This design comes from an exercise in tuning for small area on the open sky130 flow, not from production work. In this exercise RTL edits were held to simulation tests only and were not proved equivalent to the original. No activity file was given, so power comes from the tool's default toggle rates.

==> flow/design.v, too long to show whole: its modules and the start of the top module <==
// module IKAOPLL_srlatch: 14 lines
// module IKAOPLL_dlatch: 10 lines
// module IKAOPLL_sr: 26 lines
// module IKAOPLL_timinggen: 107 lines
// module IKAOPLL_reg: 278 lines
// module IKAOPLL_rw_synchronizer: 47 lines
// module IKAOPLL_d9reg: 21 lines
// module IKAOPLL_instrom: 226 lines
// module IKAOPLL_lfo: 72 lines
// module IKAOPLL_pg: 216 lines
// module IKAOPLL_eg: 280 lines
// module IKAOPLL_op: 175 lines
// module IKAOPLL_logsinrom: 101 lines
// module IKAOPLL_exprom: 104 lines
// module IKAOPLL_dac: 73 lines
// module IKAOPLL: 226 lines
// module ikaopll_top: 51 lines
module ikaopll_top (
    input   wire                i_EMUCLK,
    input   wire                i_phiM_PCEN_n,
    input   wire                i_IC_n,
    input   wire                i_ALTPATCH_EN,
    input   wire                i_CS_n,
    input   wire                i_WR_n,
    input   wire                i_A0,
    input   wire        [7:0]   i_D,
    output  wire        [1:0]   o_D,
    output  wire                o_D_OE,
    output  wire                o_DAC_EN_MO,
    output  wire                o_DAC_EN_RO,
    output  wire                o_IMP_NOFLUC_SIGN,
    output  wire        [7:0]   o_IMP_NOFLUC_MAG,
    output  wire signed [9:0]   o_IMP_FLUC_SIGNED_MO,
    output  wire signed [9:0]   o_IMP_FLUC_SIGNED_RO,
    input   wire signed [4:0]   i_ACC_SIGNED_MOVOL,
    input   wire signed [4:0]   i_ACC_SIGNED_ROVOL,
    output  wire                o_ACC_SIGNED_STRB,
    output  wire signed [15:0]  o_ACC_SIGNED
);
  // ...
==> flow/run.sh <==
#!/bin/bash
# synth_recipe.tcl (not shown) runs the flow's synth.tcl, then flattens the netlist and writes it again
# the make line also repeats each setting of config.mk as NAME=value (left out here)
make -C /OpenROAD-flow-scripts/flow DESIGN_CONFIG=/design/flow/config.mk WORK_HOME=/design/flow/orfs CLKGATE_MAP_FILE= SYNTH_SCRIPT=/design/flow/synth_recipe.tcl finish
==> flow/config.mk <==
export PLATFORM = sky130hd
export DESIGN_NAME = ikaopll_top
export DESIGN_NICKNAME = ikaopll_top
export VERILOG_FILES = /design/flow/design.v
export SDC_FILE = /design/flow/constraint.sdc
export NUM_CORES = 4
export LEC_CHECK = 0
export CAP_MARGIN = 20
export CORE_MARGIN = 2
export CORE_UTILIZATION = 45
export CTS_CLUSTER_DIAMETER = 100
export CTS_CLUSTER_SIZE = 20
export SLEW_MARGIN = 20
==> flow/constraint.sdc <==
create_clock -name core_clock -period 10.0 [get_ports {i_EMUCLK}]
set_input_delay 2.0000 -clock core_clock [delete_from_list [all_inputs] [get_ports {i_EMUCLK}]]
set_output_delay 2.0000 -clock core_clock [all_outputs]
set_load 0.01 [all_outputs]
==> impl_metrics.ini, run 1 <==
[status]
outcome = finished clean

[floorplanning]
fp.coreArea_um2 = 148000
dieArea_um2 = 152000
num_rows = 141

[clocking]
post_cts_resized = 0
clkTransAtPathRegs_ns = 0.09
root_buffer = clkbuf_16
post_cts_buffers = 0
clk_latency_ns = 0.71
clockBufferDepth = 3
hold_buffers = 0
cts_sinks = 1459

[yosys]
synthCells = 5345
synth_compound_gate_area_share_pct = 10.7
netlist.area_leader.share_pct = 59.5
yosys-top-cells-area = edfxtp_1 59%, ha_1 4.0%, dfxtp_1 4.0%
synthTopCellsByCount = 1326 x edfxtp_1, 520 x nand2_1, 497 x nor2_1

[final_layout]
num_antenna_cells = 4
multi_input_gates = 3391
seq_area_share_pct = 58.7
clk_share_pct = 3.46
num-fill-cells = 12946
regMostFlops = u_opll.u_PG.u_cyc4r_cyc18r_phase_sr.sr
largest_register_ff_count = 285
multi_input_area_share_pct = 31.4

[power]
p_clk_share_pct = 18.7
p_clk_mw = 3.60
seqPwrFrac_pct = 41.3
vdd_ir_drop_max_v = 0.000276

[critical_path]
crit_top_cell = a21oi_1
rrSetupSlack_ns = 1.30

[global_routing]
grt_util_met3_pct = 3.20

[timing]
setup_violations = 0
finClkSkew_ns = 0.0276
worst_pin_slew_ns = 1.11
tns_ns = 0
period_minus_slack_ns = 8.70

[drt]
drc = 0
first_pass_iters = 8
wl_met2_mm = 70.7

[placement]
place_inst = 7151
gp_congestion = 0.962
dp_slack_ns = 1.47

[worst_hold_path]
hold_path_depth = 0
hp-class = register to register
==> module IKAOPLL_timinggen, before the edit <==
module IKAOPLL_timinggen #(parameter FULLY_SYNCHRONOUS = 1, parameter FAST_RESET = 0) (
    input   wire            i_EMUCLK,  
    input   wire            i_phiM_PCEN_n,
    input   wire            i_IC_n,
    output  wire            o_RST_n,
    output  wire            o_phi1_PCEN_n,  
    output  wire            o_phi1_NCEN_n,  
    output  wire            o_DAC_EN,
    input   wire            i_RHYTHM_EN,
    output  wire            o_CYCLE_00, o_CYCLE_12, o_CYCLE_17, o_CYCLE_20, o_CYCLE_21,
    output  wire            o_CYCLE_D3_ZZ, o_CYCLE_D4, o_CYCLE_D4_ZZ,
    output  wire            o_MnC_SEL, o_INHIBIT_FDBK,
    output  reg             o_HH_TT_SEL,
    output  wire            o_MO_CTRL, o_RO_CTRL
);
wire            phi1ncen_n = o_phi1_NCEN_n;
wire            ic_n_zzzz;
reg             ic_n_negedge;  
wire            phi1_init = ic_n_negedge;
generate
if(FULLY_SYNCHRONOUS == 0) begin : FULLY_SYNCHRONOUS_0_reset_syncchain
    reg     [2:0]   ic_n_internal;
    always @(posedge i_EMUCLK) if(!i_phiM_PCEN_n) begin 
        ic_n_internal[0] <= i_IC_n; 
        ic_n_internal[2:1] <= ic_n_internal[1:0];  
    end
    always @(posedge i_EMUCLK) if(!i_phiM_PCEN_n) begin
        ic_n_negedge <= ic_n_internal[0] & ~ic_n_internal[2];
    end
    assign  ic_n_zzzz = ic_n_internal[1];
    assign  o_RST_n = ic_n_internal[2];
end
else begin : FULLY_SYNCHRONOUS_1_reset_syncchain
    reg     [4:0]   ic_n_internal;
    always @(posedge i_EMUCLK) if(!i_phiM_PCEN_n) begin 
        ic_n_internal[0] <= i_IC_n; 
        ic_n_internal[4:1] <= ic_n_internal[3:0];  
    end
    always @(posedge i_EMUCLK) if(!i_phiM_PCEN_n) begin
        ic_n_negedge <= ic_n_internal[2] & ~ic_n_internal[4];
    end
    assign  ic_n_zzzz = ic_n_internal[3];
    assign  o_RST_n = ic_n_internal[4];
end
endgenerate
reg     [3:0]   phisr;
wire            phi1p = phisr[1];
wire            phi1n = phisr[3];
assign          o_DAC_EN = phisr[0];
generate
if(FAST_RESET == 0) begin : FAST_RESET_0_phi1gen
    always @(posedge i_EMUCLK) if(!i_phiM_PCEN_n) begin
        if(phi1_init)   phisr <= 4'b1111;  
        else      begin phisr[3:1] <= phisr[2:0]; phisr[0] <= ~&{phisr} & phisr[3]; end  
    end
end
else begin : FAST_RESET_1_phi1gen
    always @(posedge i_EMUCLK) if(!(i_phiM_PCEN_n & ic_n_zzzz)) begin
        if(phi1_init)   phisr <= 4'b1111;  
        else      begin phisr[3:1] <= phisr[2:0]; phisr[0] <= ~&{phisr} & phisr[3]; end  
    end
end
endgenerate
generate
if(FAST_RESET == 0) begin : FAST_RESET_0_cenout
    assign  o_phi1_PCEN_n = phi1p | i_phiM_PCEN_n;  
    assign  o_phi1_NCEN_n = phi1n | i_phiM_PCEN_n;
end
else begin : FAST_RESET_1_cenout
    assign  o_phi1_PCEN_n = (phi1p | i_phiM_PCEN_n | ic_n_negedge) & ic_n_zzzz;  
    assign  o_phi1_NCEN_n = (phi1n | i_phiM_PCEN_n | ic_n_negedge) & ic_n_zzzz;
end
endgenerate
reg     [2:0]   mcyccntr_lo;
reg     [1:0]   mcyccntr_hi;
wire    [4:0]   mc = {mcyccntr_hi, mcyccntr_lo};
always @(posedge i_EMUCLK) if(phi1_init ? !i_phiM_PCEN_n : !phi1ncen_n) begin
    if(phi1_init) begin
        mcyccntr_lo <= 3'd0;
        mcyccntr_hi <= 2'd0;
    end
    else begin
        mcyccntr_lo <= (mcyccntr_lo == 3'd5) ? 3'd0 : mcyccntr_lo + 3'd1;
        if(mcyccntr_lo == 3'd5) mcyccntr_hi <= (mcyccntr_hi == 2'd2) ? 2'd0 : mcyccntr_hi + 2'd1;
    end
end
assign  o_CYCLE_21 = mc == 5'd21;
assign  o_CYCLE_20 = mc == 5'd20;
assign  o_CYCLE_17 = mc == 5'd17;
assign  o_CYCLE_12 = mc == 5'd12;
assign  o_CYCLE_00 = mc == 5'd0;
reg     [1:0]   mc_d4_dly, mc_d3_dly;
assign  o_CYCLE_D4 = mc[4];
assign  o_CYCLE_D4_ZZ = mc_d4_dly[1];
assign  o_CYCLE_D3_ZZ = mc_d3_dly[1];
always @(posedge i_EMUCLK) if(!phi1ncen_n) begin
    mc_d4_dly[1] <= mc_d4_dly[0];
    mc_d4_dly[0] <= mc[4];
    mc_d3_dly[1] <= mc_d3_dly[0];
    mc_d3_dly[0] <= mc[3];
end
assign  o_MnC_SEL       =  &{(~mc[2] | mc[0]), (mc[2] | ~mc[1])};  
assign  o_INHIBIT_FDBK  = ~|{o_MnC_SEL, ((mc == 5'd20) & i_RHYTHM_EN), ((mc == 5'd19) & i_RHYTHM_EN)};
assign  o_MO_CTRL       = ~|{(i_RHYTHM_EN & o_CYCLE_D4_ZZ), ~o_MnC_SEL};
assign  o_RO_CTRL       =  &{(~o_MnC_SEL | o_CYCLE_D4_ZZ), ~(mc == 5'd18), ~(mc == 5'd12), i_RHYTHM_EN};  
always @(posedge i_EMUCLK) if(!phi1ncen_n) o_HH_TT_SEL <= &{o_MnC_SEL, ~((mc[4:1] == 4'b1000) & i_RHYTHM_EN)};
endmodule
==> module IKAOPLL_reg, before the edit <==
module IKAOPLL_reg #(parameter FULLY_SYNCHRONOUS = 1, parameter ALTPATCH_CONFIG_MODE = 0, parameter INSTROM_STYLE = 0) (
    input   wire            i_EMUCLK,  
    input   wire            i_phiM_PCEN_n,
    input   wire            i_RST_n,
    input   wire            i_phi1_PCEN_n,  
    input   wire            i_phi1_NCEN_n,  
    input   wire            i_CS_n,
    input   wire            i_WR_n,
    input   wire            i_A0,
    input   wire    [7:0]   i_D,
    output  wire    [1:0]   o_D,
    output  wire            o_D_OE,
    input   wire            i_ALTPATCH_EN,
    input   wire            i_CYCLE_00, i_CYCLE_12, i_CYCLE_21, i_CYCLE_D3_ZZ, i_CYCLE_D4_ZZ, i_MnC_SEL,
    output  wire    [3:0]   o_TEST,
    output  wire            o_RHYTHM_EN,
    output  wire    [8:0]   o_FNUM,
    output  wire    [2:0]   o_BLOCK,
    output  reg             o_KON,
    output  wire            o_SUSEN,
    output  reg     [5:0]   o_TL,
    output  reg             o_DC, o_DM,
    output  reg     [2:0]   o_FB,
    output  reg             o_AM, o_PM, o_ETYP, o_KSR,
    output  reg     [3:0]   o_MUL,
    output  reg     [1:0]   o_KSL,
    output  wire    [3:0]   o_AR, o_DR, o_RR,
    output  reg     [3:0]   o_SL,
    output  wire            o_EG_ENVCNTR_TEST_DATA,
    input   wire    [9:0]   i_REG_TEST_PHASE,
    input   wire    [6:0]   i_REG_TEST_ATTNLV,
    input   wire    [8:0]   i_REG_TEST_SNDDATA
);
wire            emuclk = i_EMUCLK;
wire            phiMpcen_n = i_phiM_PCEN_n;
wire            phi1pcen_n = i_phi1_PCEN_n;
wire            phi1ncen_n = i_phi1_NCEN_n;
assign  o_D_OE = |{i_CS_n, ~i_WR_n, i_A0, ~i_RST_n};
wire            addrreg_wrrq, datareg_wrrq;
IKAOPLL_rw_synchronizer #(.FULLY_SYNCHRONOUS(FULLY_SYNCHRONOUS)) u_sync_addrreg(
    .i_EMUCLK(emuclk), .i_phiM_PCEN_n(phiMpcen_n), .i_phi1_PCEN_n(phi1pcen_n), .i_phi1_NCEN_n(phi1ncen_n),
    .i_RST_n(i_RST_n), .i_IN(~|{i_CS_n, i_WR_n, i_A0}), .o_OUT(addrreg_wrrq)
);
IKAOPLL_rw_synchronizer #(.FULLY_SYNCHRONOUS(FULLY_SYNCHRONOUS)) u_sync_datareg(
    .i_EMUCLK(emuclk), .i_phiM_PCEN_n(phiMpcen_n), .i_phi1_PCEN_n(phi1pcen_n), .i_phi1_NCEN_n(phi1ncen_n),
    .i_RST_n(i_RST_n), .i_IN(~|{i_CS_n, i_WR_n, ~i_A0}), .o_OUT(datareg_wrrq)
);
wire    [7:0]   dbus_inlatch;
assign  o_EG_ENVCNTR_TEST_DATA = dbus_inlatch[2];
generate
if(FULLY_SYNCHRONOUS == 0) begin : FULLY_SYNCHRONOUS_0_inlatch
wire    [7:0]   dbus_inlatch_temp;
IKAOPLL_dlatch #(.WIDTH(8)) u_dbus_inlatch_temp (
    .i_EN(~|{i_CS_n, i_WR_n, ~i_RST_n}), .i_D(i_D), .o_Q(dbus_inlatch_temp)
);
assign  dbus_inlatch = dbus_inlatch_temp;
end
else begin : FULLY_SYNCHRONOUS_1_inlatch
reg     [7:0]   din_syncchain[0:1];
reg     [1:0]   cs_n_syncchain, wr_n_syncchain;
reg     [7:0]   dbus_inlatch_temp;
wire            cs_n = cs_n_syncchain[1];
wire            wr_n = wr_n_syncchain[1];
wire    [7:0]   din = din_syncchain[1];
always @(posedge emuclk) begin
    din_syncchain[0] <= i_D;
    din_syncchain[1] <= din_syncchain[0];
    cs_n_syncchain[0] <= i_CS_n;
    cs_n_syncchain[1] <= cs_n_syncchain[0];
    wr_n_syncchain[0] <= i_WR_n;
    wr_n_syncchain[1] <= wr_n_syncchain[0];
    if(~|{cs_n, wr_n}) dbus_inlatch_temp <= din;
end
assign  dbus_inlatch = dbus_inlatch_temp;
end
endgenerate
reg     [7:0]   d1reg_addr;
always @(posedge emuclk) if(!phi1ncen_n) if(addrreg_wrrq) d1reg_addr <= dbus_inlatch;
reg     [1:0]   am_reg, pm_reg, etyp_reg, ksr_reg;
reg     [3:0]   mul_reg[0:1];
reg     [1:0]   ksl_reg[0:1];
reg     [3:0]   ar_reg[0:1];
reg     [3:0]   dr_reg[0:1];
reg     [3:0]   sl_reg[0:1];
reg     [3:0]   rr_reg[0:1];
reg     [5:0]   tl_reg;
reg             dc_reg, dm_reg;
reg     [2:0]   fb_reg;
reg     [3:0]   test_reg;
reg     [5:0]   rhythm_reg;
reg             altpatch_en_reg;
assign  o_TEST = test_reg;
assign  o_RHYTHM_EN = rhythm_reg[5];
always @(posedge emuclk)
begin
    if(!i_RST_n) begin
        am_reg <= 2'b00; pm_reg <= 2'b00; etyp_reg <= 2'b00; ksr_reg <= 2'b00;
        mul_reg[0] <= 4'd0; mul_reg[1] <= 4'd0;
        ksl_reg[0] <= 2'd0; ksl_reg[1] <= 2'd0;
        ar_reg[0] <= 4'd0; ar_reg[1] <= 4'd0;
        dr_reg[0] <= 4'd0; dr_reg[1] <= 4'd0;
        sl_reg[0] <= 4'd0; sl_reg[1] <= 4'd0;
        rr_reg[0] <= 4'd0; rr_reg[1] <= 4'd0;
        tl_reg <= 6'd0;
        dc_reg <= 1'b0; dm_reg <= 1'b0;
        fb_reg <= 1'b0;
        test_reg <= 4'b0000;
        rhythm_reg <= 6'b000000;
    end
    else begin if(!phi1ncen_n) begin
        if(datareg_wrrq) begin
                 if(d1reg_addr == 8'h0) {am_reg[0], pm_reg[0], etyp_reg[0], ksr_reg[0], mul_reg[0]} <= dbus_inlatch;
            else if(d1reg_addr == 8'h1) {am_reg[1], pm_reg[1], etyp_reg[1], ksr_reg[1], mul_reg[1]} <= dbus_inlatch;
            else if(d1reg_addr == 8'h2) {ksl_reg[0], tl_reg} <= dbus_inlatch;
            else if(d1reg_addr == 8'h3) {ksl_reg[1], dc_reg, dm_reg, fb_reg} <= {dbus_inlatch[7:6], dbus_inlatch[4:0]};
            else if(d1reg_addr == 8'h4) {ar_reg[0], dr_reg[0]} <= dbus_inlatch;
            else if(d1reg_addr == 8'h5) {ar_reg[1], dr_reg[1]} <= dbus_inlatch;
            else if(d1reg_addr == 8'h6) {sl_reg[0], rr_reg[0]} <= dbus_inlatch;
            else if(d1reg_addr == 8'h7) {sl_reg[1], rr_reg[1]} <= dbus_inlatch;
            else if(d1reg_addr == 8'hE) rhythm_reg <= dbus_inlatch[5:0];
            else if(d1reg_addr == 8'hF) {altpatch_en_reg, test_reg} <= dbus_inlatch[4:0];
        end
    end end
end
reg     [5:0]   d9reg_addr;
always @(posedge emuclk) if(!phi1ncen_n) if(addrreg_wrrq && dbus_inlatch[7:6] == 2'b00) d9reg_addr <= dbus_inlatch[5:0];
reg             d9reg_en;
always @(posedge emuclk) begin
    if(!i_RST_n) d9reg_en <= 1'b0;
    else begin if(!phi1ncen_n) begin
        if(addrreg_wrrq) d9reg_en <= dbus_inlatch[7:6] == 2'b00;
    end end
end
reg     [7:0]   d9reg_data;
always @(posedge emuclk) begin
    if(!i_RST_n) d9reg_data <= 8'h00;
    else begin if(!phi1ncen_n) begin
        if(d9reg_en && datareg_wrrq) d9reg_data <= dbus_inlatch;
    end end
end
reg     [4:0]   d9reg_addrcntr;
always @(posedge emuclk) if(!phi1ncen_n) begin
    if(i_CYCLE_21) d9reg_addrcntr <= 5'd0;
    else d9reg_addrcntr <= d9reg_addrcntr + 5'd1;
end
reg             d9reg_wrdata_queued_n;  
wire            trace_d9reg_addrcntr = ~|{~i_RST_n, addrreg_wrrq, d9reg_wrdata_queued_n};
always @(posedge emuclk) if(!phi1ncen_n) begin
    d9reg_wrdata_queued_n <= ~(trace_d9reg_addrcntr | (d9reg_en && datareg_wrrq));
end
wire            d9reg_addr_match = ~d9reg_addrcntr[4] & (d9reg_addrcntr[3:0] == d9reg_addr[3:0]) & trace_d9reg_addrcntr;
wire            reg10_18_en = ((d9reg_addr[5:4] == 2'b01) & d9reg_addr_match) | ~i_RST_n;
wire            reg20_28_en = ((d9reg_addr[5:4] == 2'b10) & d9reg_addr_match) | ~i_RST_n;
wire            reg30_38_en = ((d9reg_addr[5:4] == 2'b11) & d9reg_addr_match) | ~i_RST_n;
wire            kon_reg;
wire    [3:0]   vol_reg, inst_reg;
IKAOPLL_d9reg #(8) u_fnum_lsbs (.i_EMUCLK(emuclk), .i_phi1_NCEN_n(phi1ncen_n), 
                                .i_EN(reg10_18_en), .i_TAPSEL({i_CYCLE_D4_ZZ, i_CYCLE_D3_ZZ}), .i_D(i_RST_n ? d9reg_data : 8'd0), .o_Q(o_FNUM[7:0]));
IKAOPLL_d9reg #(1) u_fnum_msb  (.i_EMUCLK(emuclk), .i_phi1_NCEN_n(phi1ncen_n), 
                                .i_EN(reg20_28_en), .i_TAPSEL({i_CYCLE_D4_ZZ, i_CYCLE_D3_ZZ}), .i_D(i_RST_n ? d9reg_data[0]: 1'b0), .o_Q(o_FNUM[8]));
IKAOPLL_d9reg #(3) u_block     (.i_EMUCLK(emuclk), .i_phi1_NCEN_n(phi1ncen_n), 
                                .i_EN(reg20_28_en), .i_TAPSEL({i_CYCLE_D4_ZZ, i_CYCLE_D3_ZZ}), .i_D(i_RST_n ? d9reg_data[3:1] : 3'd0), .o_Q(o_BLOCK));
IKAOPLL_d9reg #(1) u_kon       (.i_EMUCLK(emuclk), .i_phi1_NCEN_n(phi1ncen_n), 
                                .i_EN(reg20_28_en), .i_TAPSEL({i_CYCLE_D4_ZZ, i_CYCLE_D3_ZZ}), .i_D(i_RST_n ? d9reg_data[4] : 1'b0), .o_Q(kon_reg));
IKAOPLL_d9reg #(1) u_susen     (.i_EMUCLK(emuclk), .i_phi1_NCEN_n(phi1ncen_n), 
                                .i_EN(reg20_28_en), .i_TAPSEL({i_CYCLE_D4_ZZ, i_CYCLE_D3_ZZ}), .i_D(i_RST_n ? d9reg_data[5] : 1'b0), .o_Q(o_SUSEN));
IKAOPLL_d9reg #(4) u_vol       (.i_EMUCLK(emuclk), .i_phi1_NCEN_n(phi1ncen_n), 
                                .i_EN(reg30_38_en), .i_TAPSEL({i_CYCLE_D4_ZZ, i_CYCLE_D3_ZZ}), .i_D(i_RST_n ? d9reg_data[3:0] : 4'd0), .o_Q(vol_reg));
IKAOPLL_d9reg #(4) u_inst      (.i_EMUCLK(emuclk), .i_phi1_NCEN_n(phi1ncen_n), 
                                .i_EN(reg30_38_en), .i_TAPSEL({i_CYCLE_D4_ZZ, i_CYCLE_D3_ZZ}), .i_D(i_RST_n ? d9reg_data[7:4] : 4'd0), .o_Q(inst_reg));
reg             cyc13;
always @(posedge i_EMUCLK) if(!phi1ncen_n) cyc13 <= i_CYCLE_12;
wire            perc_proc_d = rhythm_reg[5] & cyc13;
reg     [4:0]   perc_proc;
always @(posedge i_EMUCLK) if(!phi1ncen_n) begin
    perc_proc[0] <= perc_proc_d;
    perc_proc[4:1] <= perc_proc[3:0];
end
wire            am_rom, pm_rom, etyp_rom, ksr_rom;
wire    [3:0]   mul_rom;
wire    [1:0]   ksl_rom;
wire    [3:0]   ar_rom;
wire    [3:0]   dr_rom;
wire    [3:0]   sl_rom;
wire    [3:0]   rr_rom;
wire    [5:0]   tl_rom;
wire            dc_rom, dm_rom;
wire    [2:0]   fb_rom;
IKAOPLL_instrom #(INSTROM_STYLE) u_instrom (
    .i_EMUCLK                   (emuclk                     ),
    .i_phi1_PCEN_n              (phi1pcen_n                 ),
    .i_ALTPATCH_EN              (ALTPATCH_CONFIG_MODE ? altpatch_en_reg : i_ALTPATCH_EN),
    .i_INST_ADDR                (inst_reg                   ),
    .i_BD0_SEL(perc_proc_d), .i_HH_SEL(perc_proc[0]), .i_TT_SEL(perc_proc[1]), .i_BD1_SEL(perc_proc[2]), .i_SD_SEL(perc_proc[3]), .i_TC_SEL(perc_proc[4]), 
    .i_MnC_SEL(i_MnC_SEL),
    .o_TL_ROM(tl_rom), .o_DC_ROM(dc_rom), .o_DM_ROM(dm_rom), .o_FB_ROM(fb_rom),
    .o_AM_ROM(am_rom), .o_PM_ROM(pm_rom), .o_ETYP_ROM(etyp_rom), .o_KSR_ROM(ksr_rom),
    .o_MUL_ROM(mul_rom), .o_KSL_ROM(ksl_rom),
    .o_AR_ROM(ar_rom), .o_DR_ROM(dr_rom), .o_SL_ROM(sl_rom), .o_RR_ROM(rr_rom)
);
always @(*) begin
    o_KON = (rhythm_reg[4] & perc_proc_d) |
            (rhythm_reg[0] & perc_proc[0]) |
            (rhythm_reg[2] & perc_proc[1]) |
            (rhythm_reg[4] & perc_proc[2]) |
            (rhythm_reg[3] & perc_proc[3]) | 
            (rhythm_reg[1] & perc_proc[4]) | 
            kon_reg;
end
wire            cust_inst_sel = ~|{perc_proc_d, perc_proc[0], perc_proc[1], perc_proc[2], perc_proc[3], perc_proc[4]} & inst_reg == 4'h0;
wire            m_nc_sel_z = i_MnC_SEL;
wire            cust_inst_sel_z = cust_inst_sel;
wire            reg_mod_oe = cust_inst_sel_z &  m_nc_sel_z;  
wire            reg_car_oe = cust_inst_sel_z & ~m_nc_sel_z;  
wire            fdbk_reg_oe = cust_inst_sel_z;  
wire            vol_latch_oe = ~m_nc_sel_z;  
wire            inst_latch_oe = perc_proc[0] | perc_proc[1];
wire            rom_general_oe = ~cust_inst_sel_z;
wire            tl_rom_oe = ~|{inst_latch_oe, reg_mod_oe, vol_latch_oe};
wire    [3:0]   vol_reg_latch = vol_reg;
wire    [3:0]   inst_reg_latch = inst_reg;
wire            kon_z = o_KON;
wire            force_egparam_zero = ~inst_latch_oe & m_nc_sel_z & ~kon_z;
reg     [3:0]   ar_muxed, dr_muxed, rr_muxed;
assign  o_AR = force_egparam_zero ? 4'd0 : ar_muxed;
assign  o_DR = force_egparam_zero ? 4'd0 : dr_muxed;
assign  o_RR = force_egparam_zero ? 4'd0 : rr_muxed;
always @(*) begin
    case({tl_rom_oe, reg_mod_oe, vol_latch_oe, inst_latch_oe})
        4'b1000: o_TL = tl_rom;
        4'b0100: o_TL = tl_reg;
        4'b0010: o_TL = {vol_reg_latch, 2'b00};
        4'b0001: o_TL = {inst_reg_latch, 2'b00};
        default: o_TL = {6{1'b0}};
    endcase
    case({rom_general_oe, fdbk_reg_oe})
        2'b10:   begin o_DC = dc_rom; o_DM = dm_rom; o_FB = fb_rom; end
        2'b01:   begin o_DC = dc_reg; o_DM = dm_reg; o_FB = fb_reg; end
        default: begin o_DC = 1'b0; o_DM = 1'b0; o_FB = {3{1'b0}}; end
    endcase
    case({rom_general_oe, reg_mod_oe, reg_car_oe})
        3'b100: begin
            o_AM = am_rom; o_PM = pm_rom; o_ETYP = etyp_rom; o_KSR = ksr_rom;
            o_MUL = mul_rom;
            o_KSL = ksl_rom;
            ar_muxed = ar_rom; dr_muxed = dr_rom; rr_muxed = rr_rom; o_SL = sl_rom; 
        end
        3'b010: begin
            o_AM = am_reg[0]; o_PM = pm_reg[0]; o_ETYP = etyp_reg[0]; o_KSR = ksr_reg[0];
            o_MUL = mul_reg[0];
            o_KSL = ksl_reg[0];
            ar_muxed = ar_reg[0]; dr_muxed = dr_reg[0]; rr_muxed = rr_reg[0]; o_SL = sl_reg[0]; 
        end
        3'b001: begin
            o_AM = am_reg[1]; o_PM = pm_reg[1]; o_ETYP = etyp_reg[1]; o_KSR = ksr_reg[1];
            o_MUL = mul_reg[1];
            o_KSL = ksl_reg[1];
            ar_muxed = ar_reg[1]; dr_muxed = dr_reg[1]; rr_muxed = rr_reg[1]; o_SL = sl_reg[1]; 
        end
        default: begin
            o_AM = 1'b0; o_PM = 1'b0; o_ETYP = 1'b0; o_KSR = 1'b0;
            o_MUL = {4{1'b0}};
            o_KSL = {2{1'b0}};
            ar_muxed = {4{1'b0}}; dr_muxed = {4{1'b0}}; rr_muxed = {4{1'b0}}; o_SL = {4{1'b0}}; 
        end
    endcase
end
reg     [16:0]  d0_testreg;
reg     [8:0]   d1_testreg;
assign  o_D[0] = d0_testreg[0];
assign  o_D[1] = d1_testreg[8];
always @(posedge emuclk) if(!phi1ncen_n) begin
    if(i_CYCLE_00) d0_testreg <= {i_REG_TEST_ATTNLV, i_REG_TEST_PHASE};
    else d0_testreg <= d0_testreg >> 1;
    if(i_CYCLE_00) d1_testreg <= i_REG_TEST_SNDDATA;
    else d1_testreg <= d1_testreg << 1;
end
endmodule
==> module IKAOPLL_pg, before the edit <==
module IKAOPLL_pg #(parameter USE_PIPELINED_MULTIPLIER = 1) (
    input   wire            i_EMUCLK,  
    input   wire            i_RST_n,
    input   wire            i_phi1_PCEN_n,  
    input   wire            i_phi1_NCEN_n,  
    input   wire            i_CYCLE_17, i_CYCLE_20, i_CYCLE_21,
    input   wire    [3:0]   i_TEST,
    input   wire            i_RHYTHM_EN,
    input   wire    [8:0]   i_FNUM,
    input   wire    [2:0]   i_BLOCK,
    input   wire            i_PM,
    input   wire    [2:0]   i_PMVAL,
    input   wire    [3:0]   i_MUL,
    input   wire            i_PG_PHASE_RST,
    output  wire    [9:0]   o_OP_PHASE
);
wire            emuclk = i_EMUCLK;
wire            phi1pcen_n = i_phi1_PCEN_n;
wire            phi1ncen_n = i_phi1_NCEN_n;
reg     [8:0]   cyc0r_fnum;
reg     [2:0]   cyc0r_block;
reg     [3:0]   cyc0r_mul;
reg             cyc0r_pm;
always @(posedge emuclk) if(!phi1ncen_n) begin
    cyc0r_fnum <= i_FNUM;
    cyc0r_block <= i_BLOCK;
    cyc0r_mul <= i_MUL;
    cyc0r_pm <= i_PM;
end
reg     [18:0]  cyc3r_phase_current;
wire    [18:0]  cyc18r_phase_sr_out;
generate
if(USE_PIPELINED_MULTIPLIER == 1) begin : USE_PIPELINED_MULTIPLIER_1
wire            cyc1c_pmamt_sign = i_PMVAL[2] & cyc0r_pm;
reg     [2:0]   cyc1c_pmamt_val;
always @(*) begin
    case(i_PMVAL[1:0] & {2{cyc0r_pm}})
        2'b00: cyc1c_pmamt_val = 3'b000                  ^ {3{cyc1c_pmamt_sign}};
        2'b01: cyc1c_pmamt_val = {1'b0, cyc0r_fnum[8:7]} ^ {3{cyc1c_pmamt_sign}};
        2'b10: cyc1c_pmamt_val = {cyc0r_fnum[8:6]}       ^ {3{cyc1c_pmamt_sign}};
        2'b11: cyc1c_pmamt_val = {1'b0, cyc0r_fnum[8:7]} ^ {3{cyc1c_pmamt_sign}};
    endcase
end
wire    [9:0]   debug_cyc1c_pmamt_full = {{7{cyc1c_pmamt_sign}}, cyc1c_pmamt_val} + cyc1c_pmamt_sign;
wire    [10:0]  cyc1c_phase_modded_val = {cyc0r_fnum, 1'b0} + {{7{cyc1c_pmamt_sign}}, cyc1c_pmamt_val} + cyc1c_pmamt_sign;
wire            cyc1c_phase_modded_msb = cyc1c_phase_modded_val[10] & ~cyc1c_pmamt_sign;
wire    [10:0]  cyc1c_phase_modded = {cyc1c_phase_modded_msb, cyc1c_phase_modded_val[9:0]}; 
reg     [13:0]  cyc1c_blockshifter0;
reg     [16:0]  cyc1c_blockshifter1;
always @(*) begin
    case(cyc0r_block[1:0])
        2'b00: cyc1c_blockshifter0 = {3'b000, cyc1c_phase_modded};
        2'b01: cyc1c_blockshifter0 = {2'b00, cyc1c_phase_modded, 1'b0};
        2'b10: cyc1c_blockshifter0 = {1'b0, cyc1c_phase_modded, 2'b00};
        2'b11: cyc1c_blockshifter0 = {cyc1c_phase_modded, 3'b000};
    endcase
    case(cyc0r_block[2])
        1'b0: cyc1c_blockshifter1 = {4'b0000, cyc1c_blockshifter0[13:1]};
        1'b1: cyc1c_blockshifter1 = {cyc1c_blockshifter0, 3'b000};
    endcase
end
reg     [3:0]   cyc1c_mul;
always @(*) begin
    case(cyc0r_mul)
        4'hB:    cyc1c_mul = 4'd10;
        4'hD:    cyc1c_mul = 4'd12;
        4'hE:    cyc1c_mul = 4'd15;
        default: cyc1c_mul = cyc0r_mul;
    endcase
end
wire    [18:0]  cyc1c_phase_delta = (cyc0r_mul == 4'd0) ? {3'b000, cyc1c_blockshifter1[16:1]} : cyc1c_blockshifter1 * cyc1c_mul;
reg     [18:0]  cyc1r_phase_current, cyc2r_phase_current;
always @(posedge emuclk) if(!phi1ncen_n) begin
    cyc1r_phase_current <= cyc1c_phase_delta + (~(i_PG_PHASE_RST | i_TEST[2]) ? cyc18r_phase_sr_out : 19'd0);
    cyc2r_phase_current <= cyc1r_phase_current;
    cyc3r_phase_current <= cyc2r_phase_current;
end
end
else begin : USE_PIPELINED_MULTIPLIER_0
wire            cyc1c_pmamt_sign = i_PMVAL[2] & cyc0r_pm;
reg     [2:0]   cyc1c_pmamt_val;
always @(*) begin
    case(i_PMVAL[1:0] & {2{cyc0r_pm}})
        2'b00: cyc1c_pmamt_val = 3'b000                  ^ {3{cyc1c_pmamt_sign}};
        2'b01: cyc1c_pmamt_val = {1'b0, cyc0r_fnum[8:7]} ^ {3{cyc1c_pmamt_sign}};
        2'b10: cyc1c_pmamt_val = {cyc0r_fnum[8:6]}       ^ {3{cyc1c_pmamt_sign}};
        2'b11: cyc1c_pmamt_val = {1'b0, cyc0r_fnum[8:7]} ^ {3{cyc1c_pmamt_sign}};
    endcase
end
wire    [10:0]  cyc1c_phase_modded_val = {cyc0r_fnum, 1'b0} + {{7{cyc1c_pmamt_sign}}, cyc1c_pmamt_val} + cyc1c_pmamt_sign;
wire            cyc1c_phase_modded_sign = cyc1c_phase_modded_val[10] & ~cyc1c_pmamt_sign;
wire    [10:0]  cyc1c_phase_modded = {cyc1c_phase_modded_sign, cyc1c_phase_modded_val[9:0]}; 
reg     [13:0]  cyc1c_blockshifter0;
reg     [16:0]  cyc1c_blockshifter1;
always @(*) begin
    case(cyc0r_block[1:0])
        2'b00: cyc1c_blockshifter0 = {3'b000, cyc1c_phase_modded};
        2'b01: cyc1c_blockshifter0 = {2'b00, cyc1c_phase_modded, 1'b0};
        2'b10: cyc1c_blockshifter0 = {1'b0, cyc1c_phase_modded, 2'b00};
        2'b11: cyc1c_blockshifter0 = {cyc1c_phase_modded, 3'b000};
    endcase
    case(cyc0r_block[2])
        1'b0: cyc1c_blockshifter1 = {4'b0000, cyc1c_blockshifter0[13:1]};
        1'b1: cyc1c_blockshifter1 = {cyc1c_blockshifter0, 3'b000};
    endcase
end
reg     [20:0]  cyc1c_phase_multiplied;
always @(*) begin
    case(cyc0r_mul)
        4'h0: cyc1c_phase_multiplied = {5'b00000, cyc1c_blockshifter1[16:1]};
        4'h1: cyc1c_phase_multiplied = cyc1c_blockshifter1 * 4'd1;
        4'h2: cyc1c_phase_multiplied = cyc1c_blockshifter1 * 4'd2;
        4'h3: cyc1c_phase_multiplied = cyc1c_blockshifter1 * 4'd3;
        4'h4: cyc1c_phase_multiplied = cyc1c_blockshifter1 * 4'd4;
        4'h5: cyc1c_phase_multiplied = cyc1c_blockshifter1 * 4'd5;
        4'h6: cyc1c_phase_multiplied = cyc1c_blockshifter1 * 4'd6;
        4'h7: cyc1c_phase_multiplied = cyc1c_blockshifter1 * 4'd7;
        4'h8: cyc1c_phase_multiplied = cyc1c_blockshifter1 * 4'd8;
        4'h9: cyc1c_phase_multiplied = cyc1c_blockshifter1 * 4'd9;
        4'hA: cyc1c_phase_multiplied = cyc1c_blockshifter1 * 4'd10;
        4'hB: cyc1c_phase_multiplied = cyc1c_blockshifter1 * 4'd10;
        4'hC: cyc1c_phase_multiplied = cyc1c_blockshifter1 * 4'd12;
        4'hD: cyc1c_phase_multiplied = cyc1c_blockshifter1 * 4'd12;
        4'hE: cyc1c_phase_multiplied = cyc1c_blockshifter1 * 4'd15;
        4'hF: cyc1c_phase_multiplied = cyc1c_blockshifter1 * 4'd15;
    endcase
end
wire    [18:0]  cyc1c_phase_prev;
reg     [18:0]  cyc1r_phase_multiplied;
reg     [18:0]  cyc1r_phase_prev;
always @(posedge emuclk) if(!phi1ncen_n) begin
    cyc1r_phase_multiplied <= cyc1c_phase_multiplied[18:0];
    cyc1r_phase_prev <= ~(~i_PG_PHASE_RST | i_TEST[2]) ? cyc18r_phase_sr_out : 19'd0;
end
reg     [18:0]  cyc2r_phase_current;
always @(posedge emuclk) if(!phi1ncen_n) begin
    cyc2r_phase_current <= cyc1r_phase_multiplied + cyc1r_phase_prev;
end
always @(posedge emuclk) if(!phi1ncen_n) begin
    cyc3r_phase_current <= cyc2r_phase_current;
end
end
endgenerate
IKAOPLL_sr #(.WIDTH(19), .LENGTH(15)) u_cyc4r_cyc18r_phase_sr
(.i_EMUCLK(emuclk), .i_CEN_n(phi1ncen_n), .i_D(i_RST_n ? cyc3r_phase_current : 19'd0), .o_Q_LAST(cyc18r_phase_sr_out),
 .o_Q_TAP0(), .o_Q_TAP1(), .o_Q_TAP2());  
wire            hh_phase_en = i_CYCLE_17 & i_RHYTHM_EN;
wire            sd_phase_en = i_CYCLE_20 & i_RHYTHM_EN;
wire            tc_phase_en = i_CYCLE_21 & i_RHYTHM_EN;
reg     [3:0]   hh_phase_z;
reg     [1:0]   tc_phase_z;
always @(posedge emuclk) if(!phi1pcen_n) begin
    if(i_CYCLE_17)  hh_phase_z <= {cyc18r_phase_sr_out[17:16], cyc18r_phase_sr_out[12:11]};
    if(!i_RST_n) tc_phase_z <= 2'b00;  
    else if(tc_phase_en) tc_phase_z <= {cyc18r_phase_sr_out[14], cyc18r_phase_sr_out[12]};
end
wire            hh_phase_z_d17 = hh_phase_z[3];
wire            hh_phase_z_d16 = hh_phase_z[2];
wire            hh_phase_z_d12 = hh_phase_z[1];
wire            hh_phase_z_d11 = hh_phase_z[0];
wire            tc_phase_z_d14 = tc_phase_z[1];
wire            tc_phase_z_d12 = tc_phase_z[0];
wire            scramble_phase = |{(hh_phase_z_d16 ^ hh_phase_z_d11),
                                   (hh_phase_z_d12 ^ tc_phase_z_d14),
                                   (tc_phase_z_d14 ^ tc_phase_z_d12)};
wire            noise_out;
wire            noise_inv = noise_out ^ scramble_phase;
reg     [9:0]   rhythm_phase;
always @(*) begin
    case({hh_phase_en, sd_phase_en, tc_phase_en})
        3'b100:  rhythm_phase = {scramble_phase, 1'b0, {2{noise_inv}}, ~noise_inv, 1'b1, 1'b0, ~noise_inv, 2'b00};  
        3'b010:  rhythm_phase = {hh_phase_z_d17, noise_out ^ hh_phase_z_d17, 8'b0000_0000};  
        3'b001:  rhythm_phase = {scramble_phase, 1'b1, 8'b0000_0000};
        default: rhythm_phase = 10'b00_0000_0000;
    endcase
end
wire            pgmem_out_en = ~((i_CYCLE_17 | i_CYCLE_20 | i_CYCLE_21) & i_RHYTHM_EN);
assign  o_OP_PHASE = rhythm_phase | (cyc18r_phase_sr_out[18:9] & {10{pgmem_out_en}});
reg     [22:0]  noise_lfsr;
wire            noise_lfsr_zero = noise_lfsr == 23'd0;
assign  noise_out = noise_lfsr[22];
always @(posedge emuclk) begin
    if(!i_RST_n) noise_lfsr <= 23'd0;  
    else begin if(!phi1ncen_n) begin
        noise_lfsr[0] <= (noise_lfsr[22] ^ noise_lfsr[8]) | noise_lfsr_zero | i_TEST[1];
        noise_lfsr[22:1] <= noise_lfsr[21:0];
    end end
end
reg     [4:0]   debug_cyccntr;
reg     [9:0]   debug_phasereg_static[0:17];
always @(posedge emuclk) if(!phi1ncen_n) begin
    if(i_CYCLE_21) debug_cyccntr <= 5'd0;
    else debug_cyccntr <= debug_cyccntr + 5'd1;
    case(debug_cyccntr)
        5'd0 : debug_phasereg_static[0]  <= o_OP_PHASE;  
        5'd3 : debug_phasereg_static[1]  <= o_OP_PHASE;  
        5'd1 : debug_phasereg_static[2]  <= o_OP_PHASE;  
        5'd4 : debug_phasereg_static[3]  <= o_OP_PHASE;  
        5'd2 : debug_phasereg_static[4]  <= o_OP_PHASE;  
        5'd5 : debug_phasereg_static[5]  <= o_OP_PHASE;  
        5'd6 : debug_phasereg_static[6]  <= o_OP_PHASE;  
        5'd9 : debug_phasereg_static[7]  <= o_OP_PHASE;  
        5'd7 : debug_phasereg_static[8]  <= o_OP_PHASE;  
        5'd10: debug_phasereg_static[9]  <= o_OP_PHASE;  
        5'd8 : debug_phasereg_static[10] <= o_OP_PHASE;  
        5'd11: debug_phasereg_static[11] <= o_OP_PHASE;  
        5'd12: debug_phasereg_static[12] <= o_OP_PHASE;  
        5'd15: debug_phasereg_static[13] <= o_OP_PHASE;  
        5'd13: debug_phasereg_static[14] <= o_OP_PHASE;  
        5'd16: debug_phasereg_static[15] <= o_OP_PHASE;  
        5'd14: debug_phasereg_static[16] <= o_OP_PHASE;  
        5'd17: debug_phasereg_static[17] <= o_OP_PHASE;  
        default: ;
    endcase
end
endmodule
==> module IKAOPLL_dac, before the edit <==
module IKAOPLL_dac (
    input   wire            i_EMUCLK,  
    input   wire            i_RST_n,
    input   wire            i_phi1_NCEN_n,  
    input   wire            i_DAC_EN, i_CYCLE_00, i_MO_CTRL, i_RO_CTRL, i_INHIBIT_FDBK,
    input   wire            i_RHYTHM_EN,
    output  wire    [8:0]   o_REG_TEST_SNDDATA,
    input   wire    [8:0]   i_DAC_OPDATA,
    output  wire                o_DAC_EN_MO,
    output  wire                o_DAC_EN_RO,
    output  wire                o_IMP_NOFLUC_SIGN,
    output  wire        [7:0]   o_IMP_NOFLUC_MAG,
    output  wire signed [9:0]   o_IMP_FLUC_SIGNED_MO,    
    output  wire signed [9:0]   o_IMP_FLUC_SIGNED_RO,
    input   wire signed [4:0]   i_ACC_SIGNED_MOVOL,
    input   wire signed [4:0]   i_ACC_SIGNED_ROVOL,
    output  reg                 o_ACC_SIGNED_STRB,
    output  reg  signed [15:0]  o_ACC_SIGNED
);
wire            emuclk = i_EMUCLK;
wire            phi1ncen_n = i_phi1_NCEN_n;
wire            perc_sr_shift_n = ~(~i_RHYTHM_EN | i_RO_CTRL) & i_RST_n;
wire    [8:0]   perc_sr_q;
wire    [8:0]   perc_sr_d = i_INHIBIT_FDBK ? ((i_RHYTHM_EN & i_RST_n) ? perc_sr_q : 9'd0) : i_DAC_OPDATA;
IKAOPLL_sr #(.WIDTH(9), .LENGTH(5)) u_percussion_sr
(.i_EMUCLK(emuclk), .i_CEN_n(phi1ncen_n | perc_sr_shift_n), .i_D(perc_sr_d), .o_Q_LAST(perc_sr_q),
 .o_Q_TAP0(), .o_Q_TAP1(), .o_Q_TAP2());
reg     [8:0]   snddata_signmag;
assign  o_REG_TEST_SNDDATA = snddata_signmag;
always @(posedge emuclk) if(!phi1ncen_n) begin
    snddata_signmag[8] <= perc_sr_d[8];
    snddata_signmag[7:0] <= perc_sr_d[8] ? ~perc_sr_d[7:0] : perc_sr_d[7:0];
end
reg             mo_ctrl_z, ro_ctrl_z;
wire            fm_dac_en = mo_ctrl_z & i_DAC_EN;
wire            perc_dac_en = ro_ctrl_z & i_DAC_EN;
assign  o_DAC_EN_MO = fm_dac_en;
assign  o_DAC_EN_RO = perc_dac_en;
always @(posedge emuclk) if(!phi1ncen_n) begin
    mo_ctrl_z <= i_MO_CTRL;
    ro_ctrl_z <= i_RO_CTRL;
end
assign  o_IMP_NOFLUC_SIGN = snddata_signmag[8];
assign  o_IMP_NOFLUC_MAG = snddata_signmag[7:0];
wire signed [9:0]   dac_out = snddata_signmag[8] ? {2'b11, ~snddata_signmag[7:0]}: {2'b00, snddata_signmag[7:0]} + 10'b1;
wire signed [9:0]   dac_zlv = snddata_signmag[8] ? 10'h3FF : 10'h1;  
assign  o_IMP_FLUC_SIGNED_MO = fm_dac_en   ? dac_out : dac_zlv;
assign  o_IMP_FLUC_SIGNED_RO = perc_dac_en ? dac_out : dac_zlv;
reg         [2:0]   cyc0_dly;
reg                 dac_acc_en;
reg signed  [16:0]  dac_acc;
always @(posedge emuclk) if(!phi1ncen_n) begin
    cyc0_dly[0] <= i_CYCLE_00;
    cyc0_dly[2:1] <= cyc0_dly[1:0];
    dac_acc_en <= ~i_INHIBIT_FDBK;
    if(cyc0_dly[2]) begin
        dac_acc <= 17'sd0;
             if(dac_acc >  17'sd32767) o_ACC_SIGNED <= 16'sd32767;
        else if(dac_acc < -17'sd32768) o_ACC_SIGNED <= -16'sd32768;
        else o_ACC_SIGNED <= dac_acc[15:0];
    end
    else begin if(dac_acc_en) begin
        dac_acc <= dac_acc + ($signed(snddata_signmag[8] ? {1'b1, ~snddata_signmag[7:0]} : {1'b0, snddata_signmag[7:0]}) * (ro_ctrl_z ? i_ACC_SIGNED_ROVOL : i_ACC_SIGNED_MOVOL));
    end end
end
reg     [4:0]   dac_acc_outcyc;
always @(posedge emuclk) if(!phi1ncen_n) begin
    if(cyc0_dly[2]) dac_acc_outcyc <= 5'd0;
    else dac_acc_outcyc <= dac_acc_outcyc + 5'd1;
    if(dac_acc_outcyc == 5'd1) o_ACC_SIGNED_STRB <= 1'b1;
    else if(dac_acc_outcyc == 5'd10) o_ACC_SIGNED_STRB <= 1'b0;
end
endmodule
==> run 2: changes to the inputs <==
--- a/flow/design.v
+++ b/flow/design.v
@@ -60,4 +60,6 @@
     output  wire            o_CYCLE_00, o_CYCLE_12, o_CYCLE_17, o_CYCLE_20, o_CYCLE_21,
     output  wire            o_CYCLE_D3_ZZ, o_CYCLE_D4, o_CYCLE_D4_ZZ,
+    output  wire            o_CYCLE_03, o_CYCLE_13, o_ACC_STRB_WINDOW,
+    output  reg     [4:0]   o_SLOT_INDEX,
     output  wire            o_MnC_SEL, o_INHIBIT_FDBK,
     output  reg             o_HH_TT_SEL,
@@ -140,13 +142,16 @@
 assign  o_CYCLE_12 = mc == 5'd12;
 assign  o_CYCLE_00 = mc == 5'd0;
-reg     [1:0]   mc_d4_dly, mc_d3_dly;
 assign  o_CYCLE_D4 = mc[4];
-assign  o_CYCLE_D4_ZZ = mc_d4_dly[1];
-assign  o_CYCLE_D3_ZZ = mc_d3_dly[1];
-always @(posedge i_EMUCLK) if(!phi1ncen_n) begin
-    mc_d4_dly[1] <= mc_d4_dly[0];
-    mc_d4_dly[0] <= mc[4];
-    mc_d3_dly[1] <= mc_d3_dly[0];
-    mc_d3_dly[0] <= mc[3];
+assign  o_CYCLE_D4_ZZ = (mc == 5'd0) | (mc == 5'd1) | (mc[4] & (mc[2:1] != 2'b00));  
+assign  o_CYCLE_D3_ZZ = (~mc[4] & mc[3] & (mc[2:1] != 2'b00)) | (mc == 5'd16) | (mc == 5'd17);  
+assign  o_CYCLE_03 = mc == 5'd3;
+assign  o_CYCLE_13 = mc == 5'd13;
+assign  o_ACC_STRB_WINDOW = (mc >= 5'd8) & (mc <= 5'd18);
+always @(*) begin
+    case(mc[4:3])
+        2'd0:    o_SLOT_INDEX = {2'b00, mc[2:0]};
+        2'd1:    o_SLOT_INDEX = 5'd6 + {2'b00, mc[2:0]};
+        default: o_SLOT_INDEX = 5'd12 + {2'b00, mc[2:0]};
+    endcase
 end
 assign  o_MnC_SEL       =  &{(~mc[2] | mc[0]), (mc[2] | ~mc[1])};  
@@ -169,5 +174,6 @@
     output  wire            o_D_OE,
     input   wire            i_ALTPATCH_EN,
-    input   wire            i_CYCLE_00, i_CYCLE_12, i_CYCLE_21, i_CYCLE_D3_ZZ, i_CYCLE_D4_ZZ, i_MnC_SEL,
+    input   wire            i_CYCLE_00, i_CYCLE_13, i_CYCLE_21, i_CYCLE_D3_ZZ, i_CYCLE_D4_ZZ, i_MnC_SEL,
+    input   wire    [4:0]   i_SLOT_INDEX,
     output  wire    [3:0]   o_TEST,
     output  wire            o_RHYTHM_EN,
@@ -296,9 +302,5 @@
     end end
 end
-reg     [4:0]   d9reg_addrcntr;
-always @(posedge emuclk) if(!phi1ncen_n) begin
-    if(i_CYCLE_21) d9reg_addrcntr <= 5'd0;
-    else d9reg_addrcntr <= d9reg_addrcntr + 5'd1;
-end
+wire    [4:0]   d9reg_addrcntr = i_SLOT_INDEX;
 reg             d9reg_wrdata_queued_n;  
 wire            trace_d9reg_addrcntr = ~|{~i_RST_n, addrreg_wrrq, d9reg_wrdata_queued_n};
@@ -326,6 +328,5 @@
 IKAOPLL_d9reg #(4) u_inst      (.i_EMUCLK(emuclk), .i_phi1_NCEN_n(phi1ncen_n), 
                                 .i_EN(reg30_38_en), .i_TAPSEL({i_CYCLE_D4_ZZ, i_CYCLE_D3_ZZ}), .i_D(i_RST_n ? d9reg_data[7:4] : 4'd0), .o_Q(inst_reg));
-reg             cyc13;
-always @(posedge i_EMUCLK) if(!phi1ncen_n) cyc13 <= i_CYCLE_12;
+wire            cyc13 = i_CYCLE_13;
 wire            perc_proc_d = rhythm_reg[5] & cyc13;
 reg     [4:0]   perc_proc;
@@ -847,21 +848,8 @@
 wire            cyc1c_phase_modded_msb = cyc1c_phase_modded_val[10] & ~cyc1c_pmamt_sign;
 wire    [10:0]  cyc1c_phase_modded = {cyc1c_phase_modded_msb, cyc1c_phase_modded_val[9:0]}; 
-reg     [13:0]  cyc1c_blockshifter0;
-reg     [16:0]  cyc1c_blockshifter1;
-always @(*) begin
-    case(cyc0r_block[1:0])
-        2'b00: cyc1c_blockshifter0 = {3'b000, cyc1c_phase_modded};
-        2'b01: cyc1c_blockshifter0 = {2'b00, cyc1c_phase_modded, 1'b0};
-        2'b10: cyc1c_blockshifter0 = {1'b0, cyc1c_phase_modded, 2'b00};
-        2'b11: cyc1c_blockshifter0 = {cyc1c_phase_modded, 3'b000};
-    endcase
-    case(cyc0r_block[2])
-        1'b0: cyc1c_blockshifter1 = {4'b0000, cyc1c_blockshifter0[13:1]};
-        1'b1: cyc1c_blockshifter1 = {cyc1c_blockshifter0, 3'b000};
-    endcase
-end
 reg     [3:0]   cyc1c_mul;
 always @(*) begin
     case(cyc0r_mul)
+        4'h0:    cyc1c_mul = 4'd1;
         4'hB:    cyc1c_mul = 4'd10;
         4'hD:    cyc1c_mul = 4'd12;
@@ -870,5 +858,10 @@
     endcase
 end
-wire    [18:0]  cyc1c_phase_delta = (cyc0r_mul == 4'd0) ? {3'b000, cyc1c_blockshifter1[16:1]} : cyc1c_blockshifter1 * cyc1c_mul;
+wire            cyc1c_mul_zero = cyc0r_mul == 4'd0;
+wire    [10:0]  cyc1c_phase_masked = {cyc1c_phase_modded[10:1], cyc1c_phase_modded[0] & ~(cyc0r_block == 3'd0 & ~cyc1c_mul_zero)};
+wire    [14:0]  cyc1c_phase_product = cyc1c_phase_masked * cyc1c_mul;
+wire    [17:0]  cyc1c_blockshifter0 = {3'b000, cyc1c_phase_product} << cyc0r_block[1:0];
+wire    [21:0]  cyc1c_blockshifter1 = cyc0r_block[2] ? {cyc1c_blockshifter0, 4'b0000} : {4'b0000, cyc1c_blockshifter0};
+wire    [18:0]  cyc1c_phase_delta = cyc1c_mul_zero ? cyc1c_blockshifter1[20:2] : cyc1c_blockshifter1[19:1];
 reg     [18:0]  cyc1r_phase_current, cyc2r_phase_current;
 always @(posedge emuclk) if(!phi1ncen_n) begin
@@ -1680,5 +1673,5 @@
     input   wire            i_RST_n,
     input   wire            i_phi1_NCEN_n,  
-    input   wire            i_DAC_EN, i_CYCLE_00, i_MO_CTRL, i_RO_CTRL, i_INHIBIT_FDBK,
+    input   wire            i_DAC_EN, i_CYCLE_03, i_ACC_STRB_WINDOW, i_MO_CTRL, i_RO_CTRL, i_INHIBIT_FDBK,
     input   wire            i_RHYTHM_EN,
     output  wire    [8:0]   o_REG_TEST_SNDDATA,
@@ -1692,5 +1685,5 @@
     input   wire signed [4:0]   i_ACC_SIGNED_MOVOL,
     input   wire signed [4:0]   i_ACC_SIGNED_ROVOL,
-    output  reg                 o_ACC_SIGNED_STRB,
+    output  wire                o_ACC_SIGNED_STRB,
     output  reg  signed [15:0]  o_ACC_SIGNED
 );
@@ -1724,10 +1717,8 @@
 assign  o_IMP_FLUC_SIGNED_MO = fm_dac_en   ? dac_out : dac_zlv;
 assign  o_IMP_FLUC_SIGNED_RO = perc_dac_en ? dac_out : dac_zlv;
-reg         [2:0]   cyc0_dly;
+wire        [2:0]   cyc0_dly = {i_CYCLE_03, 2'b00};
 reg                 dac_acc_en;
 reg signed  [16:0]  dac_acc;
 always @(posedge emuclk) if(!phi1ncen_n) begin
-    cyc0_dly[0] <= i_CYCLE_00;
-    cyc0_dly[2:1] <= cyc0_dly[1:0];
     dac_acc_en <= ~i_INHIBIT_FDBK;
     if(cyc0_dly[2]) begin
@@ -1741,11 +1732,5 @@
     end end
 end
-reg     [4:0]   dac_acc_outcyc;
-always @(posedge emuclk) if(!phi1ncen_n) begin
-    if(cyc0_dly[2]) dac_acc_outcyc <= 5'd0;
-    else dac_acc_outcyc <= dac_acc_outcyc + 5'd1;
-    if(dac_acc_outcyc == 5'd1) o_ACC_SIGNED_STRB <= 1'b1;
-    else if(dac_acc_outcyc == 5'd10) o_ACC_SIGNED_STRB <= 1'b0;
-end
+assign  o_ACC_SIGNED_STRB = i_ACC_STRB_WINDOW;
 endmodule
 module IKAOPLL #(
@@ -1783,4 +1768,6 @@
 wire            cycle_00, cycle_12, cycle_17, cycle_20, cycle_21;
 wire            cycle_d4, cycle_d3_zz, cycle_d4_zz;
+wire            cycle_03, cycle_13, acc_strb_window;
+wire    [4:0]   slot_index;
 wire            m_nc_sel, inhibit_fdbk, hh_tt_sel;
 wire            mo_ctrl, ro_ctrl;
@@ -1823,4 +1810,8 @@
     .o_CYCLE_D3_ZZ              (cycle_d3_zz                ),
     .o_CYCLE_D4_ZZ              (cycle_d4_zz                ),
+    .o_CYCLE_03                 (cycle_03                   ),
+    .o_CYCLE_13                 (cycle_13                   ),
+    .o_ACC_STRB_WINDOW          (acc_strb_window            ),
+    .o_SLOT_INDEX               (slot_index                 ),
     .o_MnC_SEL                  (m_nc_sel                   ),
     .o_INHIBIT_FDBK             (inhibit_fdbk               ),
@@ -1843,5 +1834,6 @@
     .i_ALTPATCH_EN              (i_ALTPATCH_EN              ),
     .i_CYCLE_00                 (cycle_00                   ),
-    .i_CYCLE_12                 (cycle_12                   ),
+    .i_CYCLE_13                 (cycle_13                   ),
+    .i_SLOT_INDEX               (slot_index                 ),
     .i_CYCLE_21                 (cycle_21                   ),
     .i_CYCLE_D3_ZZ              (cycle_d3_zz                ),
@@ -1956,5 +1948,6 @@
     .i_phi1_NCEN_n              (phi1ncen_n                 ),
     .i_DAC_EN                   (dac_en                     ),
-    .i_CYCLE_00                 (cycle_00                   ),
+    .i_CYCLE_03                 (cycle_03                   ),
+    .i_ACC_STRB_WINDOW          (acc_strb_window            ),
     .i_MO_CTRL                  (mo_ctrl                    ),
     .i_RO_CTRL                  (ro_ctrl                    ),
--- a/flow/config.mk
+++ b/flow/config.mk
@@ -6,7 +6,8 @@
 export NUM_CORES = 4
 export LEC_CHECK = 0
+export ABC_AREA = 1
 export CAP_MARGIN = 20
 export CORE_MARGIN = 2
-export CORE_UTILIZATION = 45
+export CORE_UTILIZATION = 60
 export CTS_CLUSTER_DIAMETER = 100
 export CTS_CLUSTER_SIZE = 20
==> run 2 against run 1 <==
Effect of this change:
- still clean on timing, DRC and antenna
- via count is 1.5% higher
- design area shrank 3.6%
- cell count is 1.6% lower
- utilization rose by 16 points
- sequential cell count shrank 19
- critical path type unchanged
- highest routed layer unchanged
==> impl_metrics.ini, run 2 <==
[critical_path]
required_ns = 10.42
slowest_stage = fa_1
cp.arrival_ns = 8.51
cp-end-kind = register
crit_path_max_incr_delay_ns = 0.54
start_kind = register
worstPathMaxFanout = 15
path_class = register to register
crit_top_cell = nand2_1

[yosys]
synth_edf_count = 1307
synth_compound_gate_area_share_pct = 9.67
synth_top_family_by_area = simple AND/OR/NAND/NOR gates
synth_top_flop_cell = edfxtp_1
synth.distinct_cells = 78
syn-cell-area_um2 = 65100
yosys.area_share.simple_pct = 12.3
synthCells = 5681
syn_area_per_cell_um2 = 11.5
synth-xor-area-share_pct = 1.81
synthArstFlopShare_pct = 0
syn_nets = 6003
seq_area_frac_synth_pct = 64.4
synth_top_area_cell = edfxtp_1
netlist.area_leader.share_pct = 60.3
ys_warn_count = 43
synthAdderAreaFrac_pct = 6.66
yosys-top-cells-area = edfxtp_1 60%, nand2_1 5.8%, ha_1 4.1%
synth_mux_area_share_pct = 0.108
synthTopCellsByCount = 1307 x edfxtp_1, 1003 x nand2_1, 622 x inv_1
ys_ff_latch = 1440
yosysMostFrequentCell = edfxtp_1

[global_routing]
grt_pass1_vias = 39749
grt_max_degree = 206
antenna_found_initial = 5
track_usage_pct = 27.1
grt_pass1_wl_mm = 231
grt_remaining_overflow = 0

[power]
cellPowerDensity_nw_per_um2 = 271
combPwrFrac_pct = 40.0
swShare_pct = 38.2
vdd_ir_drop_max_v = 0.000242
power.internal_mw = 11.7
p_leak_nw = 27.4
p_clk_share_pct = 18.3
total_power_mw = 18.9
seqPwrFrac_pct = 41.8
switchingPower_mw = 7.23

[clocking]
cts_tree = done
clkTransAtPathRegs_ns = 0.08
cts.htree.levels = 3
cts_sinks = 1440
post_cts_resized = 0
post_cts_buffers = 0
clockBufferDepth = 3
hold_buffers = 0
root_buffer = clkbuf_16
clk_latency_ns = 0.68
numCtsBuffers = 84

[placement]
port_buffers = 75
place_inst = 7037
hpwlAfterDp_mm = 106
gp_congestion = 0.977

[final_layout]
final_common_cell = edfxtp_1
fin_nets = 6043
mostFrequentLayoutCells = 1307 x edfxtp_1, 1002 x nand2_1, 622 x inv_1, 421 x nor2_1, 388 x o21ai_0
num-fill-cells = 8161
largestRegisters = u_opll.u_PG.u_cyc4r_cyc18r_phase_sr.sr: 285 flops, u_opll.u_EG.u_cyc3r_cyc19r_attnlvreg.sr: 119 flops
drive_above_1_share_pct = 4.94
regMostFlops = u_opll.u_PG.u_cyc4r_cyc18r_phase_sr.sr
largest_register_ff_count = 285
stdcell_count = 7171
syn2layout_area_growth_pct = 7.08

[timing]
slew_headroom_pct = 28.3
finalHoldViolCount = 0
rsz0062_at_grt = no
worst_hold_slack_ns = 0.336
period_share_pct = 80.9
tns_ns = 0
slew_viol_final = 0
setup_violations = 0
finClkSkew_ns = 0.0327
fmax_mhz = 124
period_minus_slack_ns = 8.09
worst_pin_slew_ns = 1.08

[drt]
routed_wl_mm = 151
num_vias = 41939
first_pass_iters = 6
drc = 0
ant_nets = 0
route.met3.wl_mm = 9.45
highest_layer = met5
routedWlPerCell_um = 21.1
drtIter0Drc = 4886
wl_met2_mm = 68.4
met1_length_mm = 67.8
viasPerCell = 5.85

[floorplanning]
dieHeight_um = 333
fp.coreArea_um2 = 107000
num_rows = 120
chipWidth_um = 333
io_pins = 76
start_util_pct = 60.6
dieArea_um2 = 111000

[status]
outcome = finished clean

[worst_hold_path]
hp-class = register to register

[flow_run]
drv_cap = 0
==> run 2: changes by cell type after synthesis, moves of 79 or more <==
cell and delta:
clkbuf_1 -111, mux2i_1 -162, inv_1 +420, o21ai_0 +164
nand2_1 +483, and2_1 -79, nand3_1 +150
==> run 2: area by class of cell <==
type,instances,area [µm²],area share [%]
antenna,1,2.50,0.00359
inverter,668,2510,3.60
timing repair buffer,124,1190,1.70
multi-input combinational,3403,20000,28.6
sequential,1440,41900,60.1
tap,1403,1760,2.52
clock inverter,10,123,0.176
clock buffer,122,2270,3.25
==> run 2: power by group through the flow <==
stage	combinational, mW	sequential (mW)	clock, mW
global route	8.46	7.95	3.73
floorplan	5.42	7.89	0
global placement	7.38	8.00	0
finish	7.56	7.89	3.45
CTS	7.49	7.89	3.55
detailed placement	7.44	8.01	0
==> run 2: routing by layer <==
layer,global-route usage (%),vias to the layer above
met5,0,-
met1,39.8,20355
met4,10.3,2
met3,3.40,289
li1,-,19829
met2,41.7,1464
==> run 2: cells by family (layout without fill, tap and decap cells) <==
kind of cell	Yosys count	after routing
xor+xnor	134	134
other cells	0	1
mux	7	7
buf+inv	838	924
simple gates	1876	1876
fa+ha+maj	297	297
flops	1440	1440
compound gates	1089	1089
==> run 2: metrics by stage <==
step	setup slack, ns	cell area, µm²	util, %
floorplan	1.79	65100	-
global placement	2.15	67300	62.7
global route	1.05	69700	64.9
finish	1.91	69700	64.9
detailed placement	1.94	67300	62.7
CTS	1.91	69700	64.9
==> run 2: path summary, 6_finish.rpt <==
| path | startpoint | end | slack (ns) | cells after the start |
|---|---|---|---|---|
| hold reg to reg | register | register | 0.34 | 0 |
| setup / recovery | u_opll.u_LFO.pm_cntr[2] | register | 1.91 | 44 |
| setup reg to reg | u_opll.u_LFO.pm_cntr[2] | register | 1.91 | 44 |
| hold / removal | register | register | 0.34 | 0 |
==> run 2: critical path: cells and delay by family, from the launching register on <==
family / cells / cell delay (ns)
AOI/OAI and AO/OA: 15 / 2.14
and+or+nand+nor: 14 / 1.69
DFF: 1 / 0.41
muxes: 1 / 0.14
adders and majority gates: 6 / 2.37
xor gates and xnor gates: 3 / 0.51
buffers and inverters: 5 / 0.56

## static timing again, ports no longer ideal
The results above use ideal ports. As a check the final layouts listed here were re-extracted and re-timed, cells and wires unchanged. Step 1: set_driving_cell puts a clkbuf_16 on i_EMUCLK and a buf_2 on each other input, an assumption about the parent block. Step 2, shift: input delay + t, output delay - t, t = (earliest + latest rising clock arrival at the registers) / 2. This alone moves slack from input paths to output paths. a / b / c = ideal ports / drivers / drivers and shift; a / b = the first two.
run	t (ns)	slack for setup (ns)	worst setup path after step 2	clock arrival spread, ns
run 1	0.770	1.297 / 1.297 / 1.297	register to register	0.034 / 0.034
run 2	0.740	1.911 / 1.911 / 1.911	register to register	0.034 / 0.033
After both steps every run listed still meets setup and hold.
